From an optimization exercise on the open Yosys and OpenROAD flow, aimed at small area and few clock cycles; shortcuts taken in it are not production practice. Where RTL was checked, it was by simulation tests only, not by an equivalence proof against the original.

== job 3066 ==
==> flow/design.v (excerpt) <==
module ELA(clk, rst, ready, in_data, data_rd, req, wen, addr, data_wr, done);
clock: 10.0 ns
lec_check: 0
cap_margin: 20
core_margin: 2
core_utilization: 40
cts_buf_list: sky130_fd_sc_hd__clkbuf_8
cts_cluster_diameter: 500
cts_cluster_size: 100
slew_margin: 20
standard.sh (not shown) runs the stock make flow with config.mk's settings and CLKGATE_MAP_FILE= SYNTH_SCRIPT=/design/flow/synth_recipe.tcl, a recipe that flattens the netlist after the stock synthesis.
==> flow/flow/run.sh <==
#!/bin/bash
# The standard layout (the standard.sh, standard synthesis included) with
# two changes that only affect buffering:
#  - the port buffers use the smallest buffer cell instead of the one
#    buffer_ports picks by default;
#  - clock tree synthesis inserts no dummy loads.
# Each tool's output goes to orfs/logs; this script's own output goes to
# flow_standard.log.
set -euo pipefail
cd "$(dirname "$0")/.."
bash standard.sh \
  "BUFFER_PORTS_ARGS=-buffer_cell sky130_fd_sc_hd__buf_1" \
  "CTS_ARGS=-sink_clustering_enable -repair_clock_nets -dont_use_dummy_load -buf_list sky130_fd_sc_hd__clkbuf_8 -sink_clustering_size 100 -sink_clustering_max_diameter 500" \
  finish > flow_standard.log 2>&1
Job 3066 was carried through to the last stage, and its layout satisfied the timing, DRC and antenna checks.
[inputs] job 7927 vs job 3066
Settings: CORE_UTILIZATION now 60, was 40.
Results
Job 7927 vs. job 3066: number of instances resized during post-cts repair moved up; layout buffering overhead excluding clock cells shows a reduction of 0.65 points; fmax lost about 1.2%. Job 3066 → job 7927: first-iteration DRC count climbed 15%, number of nets in the final layout went down. Arrival time of data at the critical path endpoint (higher): job 7927. The higher count of vias placed by the detailed router of job 7927 and job 3066 is in job 7927. Job 7927 vs. job 3066: clock period minus final worst setup slack increased 0.12 ns; first-pass GRT wire length decreased 620 um.
No run of this note included a check of the RTL's function; only the layout flow was run.

## rev 12
The RTL this note starts from:
==> flow/design.v <==
`timescale 1ns/10ps
module ELA(clk, rst, ready, in_data, data_rd, req, wen, addr, data_wr, done);
	input				clk;
	input				rst;
	input				ready;
	input		[7:0]	in_data;
	input		[7:0]	data_rd;
	output				req;
	output				wen;
	output		[12:0]	addr;
	output		[7:0]	data_wr;
	output				done;
reg				mode;
reg		[1:0]	ph;
reg		[6:0]	cnt;
reg		[4:0]	n;
reg				fin;
reg		[7:0]	UA, UB;			 
reg		[7:0]	R0, R1, R2;		 
reg		[7:0]	best_q;			 
reg				best_c;
reg		[7:0]	best_v;			 
reg				eq;				 
reg		[10:0]	tot;			 
function [8:0] add8;			 
	input	[7:0]	a;
	input	[7:0]	b;
	input			ci;
	integer			k;
	reg				c;
	begin
		c = ci;
		for (k = 0; k < 8; k = k + 1) begin
			add8[k] = a[k] ^ b[k] ^ c;
			c = (a[k] & b[k]) | (c & (a[k] ^ b[k]));
		end
		add8[8] = c;
	end
endfunction
function [10:0] add11;			 
	input	[10:0]	a;
	input	[10:0]	b;
	integer			k;
	reg				c;
	begin
		c = 1'b0;
		for (k = 0; k < 11; k = k + 1) begin
			add11[k] = a[k] ^ b[k] ^ c;
			c = (a[k] & b[k]) | (c & (a[k] ^ b[k]));
		end
	end
endfunction
function [7:0] inc8;			 
	input	[7:0]	a;
	input			ci;
	integer			k;
	reg				c;
	begin
		c = ci;
		for (k = 0; k < 8; k = k + 1) begin
			inc8[k] = a[k] ^ c;
			c = a[k] & c;
		end
	end
endfunction
wire	[7:0]	cnt_i8 = inc8({1'b0, cnt}, 1'b1);
wire	[6:0]	cnt_inc = cnt_i8[6:0];
wire	[7:0]	row_i8 = inc8({3'b000, n}, ph[1]);
wire			cnt_hi = &cnt[6:1];
wire			cnt_last = cnt_hi & cnt[0];		 
wire			cnt_126 = cnt_hi & ~cnt[0];
wire			cnt_125 = (cnt == 7'd125);
wire			edge_x = (cnt == 7'd0) | cnt_last;
assign done    = mode & ph[1] & ph[0];
assign req     = ~mode & ph[1] & cnt_hi & (cnt[0] ^ ph[0]);
assign wen     = (ph != 2'd0) & ~done;
assign addr    = {row_i8[4:0], ph[0], ph[0] ? cnt : cnt_inc};
wire	[7:0]	opa = UA;
wire	[7:0]	opb = R0;
wire	[8:0]	t   = add8(opa, ~opb, 1'b0);
wire			c   = t[8];
wire	[7:0]	q   = t[7:0] ^ {8{~c}};
wire	[8:0]	s   = add8(opa, opb, 1'b0);
wire	[8:0]	y   = add8(q, ~best_q, c);
wire			y1s = &y[7:0];
wire			y0s = ~|y[7:0];
wire			lt  = best_c ? ~y[8] : (~y[8] & ~y1s);
wire			eqd = best_c ? (y[8] & y0s) : (~y[8] & y1s);
wire	[10:0]	ts  = add11(tot, {2'b00, s});
wire			tie = eq & eqd & ~edge_x;
wire	[7:0]	res = tie ? ts[10:3] : ((~edge_x & lt) ? s[8:1] : best_v);
assign data_wr = ph[1] ? (mode ? R0 : in_data) : res;
always @(posedge clk) begin
	if (ph == 2'd0)
		UA <= data_rd;
	else if (ph == 2'd2) begin
		UA <= UB;
		UB <= UA;
	end
	if (ph == 2'd1) begin
		R0 <= R2;
		R1 <= data_rd;
		R2 <= R1;
	end
	else begin
		R0 <= R1;
		R1 <= R2;
		R2 <= R0;
	end
end
always @(posedge clk) begin
	if (ph[1] || (!edge_x && lt)) begin
		best_q <= q;
		best_c <= c;
		best_v <= s[8:1];
	end
	eq  <= eqd;
	tot <= ph[1] ? {1'b0, s, 1'b0} : ts;
end
always @(posedge clk or posedge rst) begin
	if (rst) begin
		mode <= 1'b0;
		ph   <= 2'd0;
		cnt  <= 7'd127;
		n    <= 5'd31;
		fin  <= 1'b0;
	end
	else if (!mode) begin
		case (ph)
		2'd0: if (ready) ph <= 2'd2;
		2'd2: begin
			if (cnt_126)
				ph <= 2'd3;
			else
				cnt <= cnt_inc;
		end
		2'd3: begin
			cnt <= cnt_inc;
			if (cnt_125) begin
				mode <= 1'b1;
				ph   <= 2'd1;
				n    <= row_i8[4:0];
				fin  <= 1'b1;
			end
		end
		default: ;
		endcase
	end
	else begin
		case (ph)
		2'd0: ph <= 2'd1;
		2'd1: begin
			if (fin && cnt_last) begin
				fin <= 1'b0;
				cnt <= 7'd126;
				if (n == 5'd30)
					ph <= 2'd3;
				else begin
					mode <= 1'b0;
					ph   <= 2'd3;
				end
			end
			else
				ph <= 2'd2;
		end
		2'd2: begin
			cnt <= cnt_inc;
			ph  <= 2'd0;
			if (cnt_126)
				fin <= ~fin;
		end
		default: ;
		endcase
	end
end
endmodule
export LEC_CHECK = 0
export CAP_MARGIN = 20
export CORE_MARGIN = 2
export CORE_UTILIZATION = 40
export CTS_BUF_LIST = sky130_fd_sc_hd__clkbuf_8
export CTS_CLUSTER_DIAMETER = 500
export CTS_CLUSTER_SIZE = 100
export SLEW_MARGIN = 20
create_clock -name core_clock -period 10.0 [get_ports {clk}]
==> flow/flow/run.sh <==
#!/bin/bash
# The standard layout (the standard.sh, standard synthesis included), with
# the port buffers made from the smallest buffer cell instead of the one
# buffer_ports picks by default.  Each tool's output goes to orfs/logs; this
# script's own output goes to flow_standard.log.
set -euo pipefail
cd "$(dirname "$0")/.."
bash standard.sh "BUFFER_PORTS_ARGS=-buffer_cell sky130_fd_sc_hd__buf_1" finish > flow_standard.log 2>&1
Testbench counts of rev 12, summed over its fixed seeds: cycles 258,016.
Modified inputs, rev 13 compared to rev 12
==> flow/run.sh (new file) <==
#!/bin/bash
# synth_recipe.tcl (not shown) runs the flow's synth.tcl, then flattens the netlist and writes it again
# the make line also repeats each setting of config.mk as NAME=value (left out here)
make -C /OpenROAD-flow-scripts/flow DESIGN_CONFIG=/design/flow/config.mk WORK_HOME=/design/flow/orfs CLKGATE_MAP_FILE= SYNTH_SCRIPT=/design/flow/synth_recipe.tcl finish
removed: flow/flow/run.sh
removed: flow/standard.sh
Rev 13 went all the way through synthesis, placement and routing and the layout is clean on timing, DRC and antenna. Going from rev 12 to rev 13, the final worst setup slack was found to have gone down by 68 ps. In the metrics for rev 12 and rev 13, the one carrying the higher design area is rev 13. Changes observed in rev 13 relative to rev 12: wire length shrank by 1.5%, number of multi-input combinational cells in the layout held steady. Rev 12 → rev 13: routed via count rose 1.1%; fraction of final layout cells sized beyond drive strength 1 rose 5.7 points.

Another version of the RTL of ELA (not shown whole).
Size: roughly 400 cells after synthesis, about 84 flip-flops, ~43 I/O pins, about 4900 sq um of cells after synthesis.
==> flow/config.mk <==
export PLATFORM = sky130hd
export DESIGN_NAME = ELA
export DESIGN_NICKNAME = ELA
export VERILOG_FILES = /design/flow/design.v
export SDC_FILE = /design/flow/constraint.sdc
export NUM_CORES = 4
export LEC_CHECK = 0
export CAP_MARGIN = 20
export CORE_MARGIN = 2
export CORE_UTILIZATION = 40
export CTS_BUF_LIST = sky130_fd_sc_hd__clkbuf_8
export CTS_CLUSTER_DIAMETER = 500
export CTS_CLUSTER_SIZE = 100
export SLEW_MARGIN = 20
==> flow/constraint.sdc <==
create_clock -name core_clock -period 10.0 [get_ports {clk}]
set_input_delay 2.0000 -clock core_clock [delete_from_list [all_inputs] [get_ports {clk}]]
set_output_delay 2.0000 -clock core_clock [all_outputs]
set_load 0.01 [all_outputs]
run.sh (not shown) runs the stock make flow with config.mk's settings and CLKGATE_MAP_FILE= SYNTH_SCRIPT=/design/flow/synth_recipe.tcl, a recipe that flattens the netlist after the stock synthesis.
Stock flow here: none of the scripts above is used.
The first run reached the layout checks and failed them: negative setup slack.
Next try:
- CTS_BUF_LIST: sky130_fd_sc_hd__clkbuf_8 -> default
- CTS_CLUSTER_DIAMETER: 500 -> default
- CTS_CLUSTER_SIZE: 100 -> default
=> The new run produced a layout that fails on negative setup slack; register-to-register slack got worse by 0.03 ns; wire length rose by 0.56%.
Function was not checked in any run of this note: the RTL went through the layout flow alone.

Setup of amber:
ELA, a different RTL version from the one above (not shown whole).
Size: about 43 I/O pins.
clock: 10.0 ns
lec_check: 0
cap_margin: 20
core_margin: 2
core_utilization: 75
cts_buf_list: sky130_fd_sc_hd__clkbuf_8
cts_cluster_diameter: 500
cts_cluster_size: 100
place_density: 0.85
slew_margin: 20
standard.sh (not shown) runs the stock make flow with config.mk's settings and CLKGATE_MAP_FILE= SYNTH_SCRIPT=/design/flow/synth_recipe.tcl, a recipe that flattens the netlist after the stock synthesis.
==> flow/flow/run.sh <==
#!/bin/bash
# The standard layout (the standard.sh, standard synthesis included) with
# two changes that only affect buffering:
#  - the port buffers use the smallest buffer cell instead of the one
#    buffer_ports picks by default;
#  - clock tree synthesis inserts no dummy loads.
# Each tool's output goes to orfs/logs; this script's own output goes to
# flow_standard.log.
set -euo pipefail
cd "$(dirname "$0")/.."
bash standard.sh \
  "BUFFER_PORTS_ARGS=-buffer_cell sky130_fd_sc_hd__buf_1" \
  "CTS_ARGS=-sink_clustering_enable -repair_clock_nets -dont_use_dummy_load -buf_list sky130_fd_sc_hd__clkbuf_8 -sink_clustering_size 100 -sink_clustering_max_diameter 500" \
  finish > flow_standard.log 2>&1
The flow did not stop early for amber: all stages ran, and the layout cleared the timing, DRC and antenna checks.
Testbench counts of amber, summed over its fixed seeds: cycles 258,016.
Relative to amber, the following input files were edited for zinc:
Settings: changing CORE_UTILIZATION from 75 to 60; removing PLACE_DENSITY (formerly 0.85).
==> comparison <==
- Looking at number of cell rows, zinc sits 11% higher than amber does.
- The final reports for zinc and amber show global-route usage over all layers lower in the former.

v6:
Another version of the RTL of ELA (not shown whole).
Size: roughly 360 cells after synthesis, roughly 93 flip-flops, roughly 43 I/O pins, about 4500 um2 of cells after synthesis.
==> flow/config.mk <==
export PLATFORM = sky130hd
export DESIGN_NAME = ELA
export DESIGN_NICKNAME = ELA
export VERILOG_FILES = /design/flow/design.v
export SDC_FILE = /design/flow/constraint.sdc
export NUM_CORES = 4
export LEC_CHECK = 0
export CAP_MARGIN = 0
export CORE_MARGIN = 2
export CORE_UTILIZATION = 60
export CTS_BUF_LIST = sky130_fd_sc_hd__clkbuf_8
export CTS_CLUSTER_DIAMETER = 500
export CTS_CLUSTER_SIZE = 100
export SLEW_MARGIN = 0
==> flow/constraint.sdc <==
create_clock -name core_clock -period 10.0 [get_ports {clk}]
set_input_delay 2.0000 -clock core_clock [delete_from_list [all_inputs] [get_ports {clk}]]
set_output_delay 2.0000 -clock core_clock [all_outputs]
set_load 0.01 [all_outputs]
Scripts as last shown in full above: flow/flow/run.sh
Testbench counts of v6, summed over its fixed seeds: cycles 258,016.
## Diff of input files: v7 against v6
- changing CAP_MARGIN from 0 to 20
- changing SLEW_MARGIN from 0 to 20
==> run notes <==
Re number of buffer cells added on primary ports: no difference whatsoever between v7 and v6.
v7 vs v6 — wire length reported by the detailed router climbed slightly
Compared with v6, v7 shows a smallest setup slack after layout that is 18 ps lower.

re-timing with driven ports:
The flow's constraints put no driver on any port. The routed layouts listed below were extracted and timed again, unchanged, in two steps.
Step 1 assumes that a clkbuf_16 drives the clock port and a buf_2 every other input.
Step 2, shift: input delay + t, output delay - t, t = (earliest + latest rising clock arrival at the registers) / 2. This alone moves slack from input paths to output paths.
Three values: ideal ports, drivers, drivers and shift; two values: the first two.
run | t (ns) | setup slack, ns | hold WS [ns] | worst data-port slew with drivers (ns)
job 3066 | 0.392 | 0.331 / 0.299 / 0.690 | 0.329 / 0.329 / 0.329 | 0.04
job 7927 | 0.380 | 0.215 / 0.183 / 0.563 | 0.315 / 0.315 / 0.315 | 0.03
rev 12 | 0.396 | 0.300 / 0.267 / 0.663 | 0.453 / 0.453 / 0.453 | 0.04
rev 13 | 0.400 | 0.232 / 0.199 / 0.600 | 0.465 / 0.465 / 0.465 | 0.04
the first run of note 3 | 0.409 | -0.832 / -0.869 / -0.869 | 0.425 / 0.425 / 0.425 | 0.05
the second run of note 3 | 0.379 | -0.886 / -0.923 / -0.923 | 0.418 / 0.418 / 0.418 | 0.05
amber | 0.372 | 0.084 / 0.052 / 0.425 | 0.311 / 0.311 / 0.311 | 0.03
zinc | 0.393 | 0.246 / 0.213 / 0.606 | 0.331 / 0.331 / 0.331 | 0.04
v6 | 0.383 | 0.327 / 0.295 / 0.678 | 0.325 / 0.325 / 0.325 | 0.03
v7 | 0.384 | 0.309 / 0.277 / 0.661 | 0.326 / 0.326 / 0.326 | 0.03
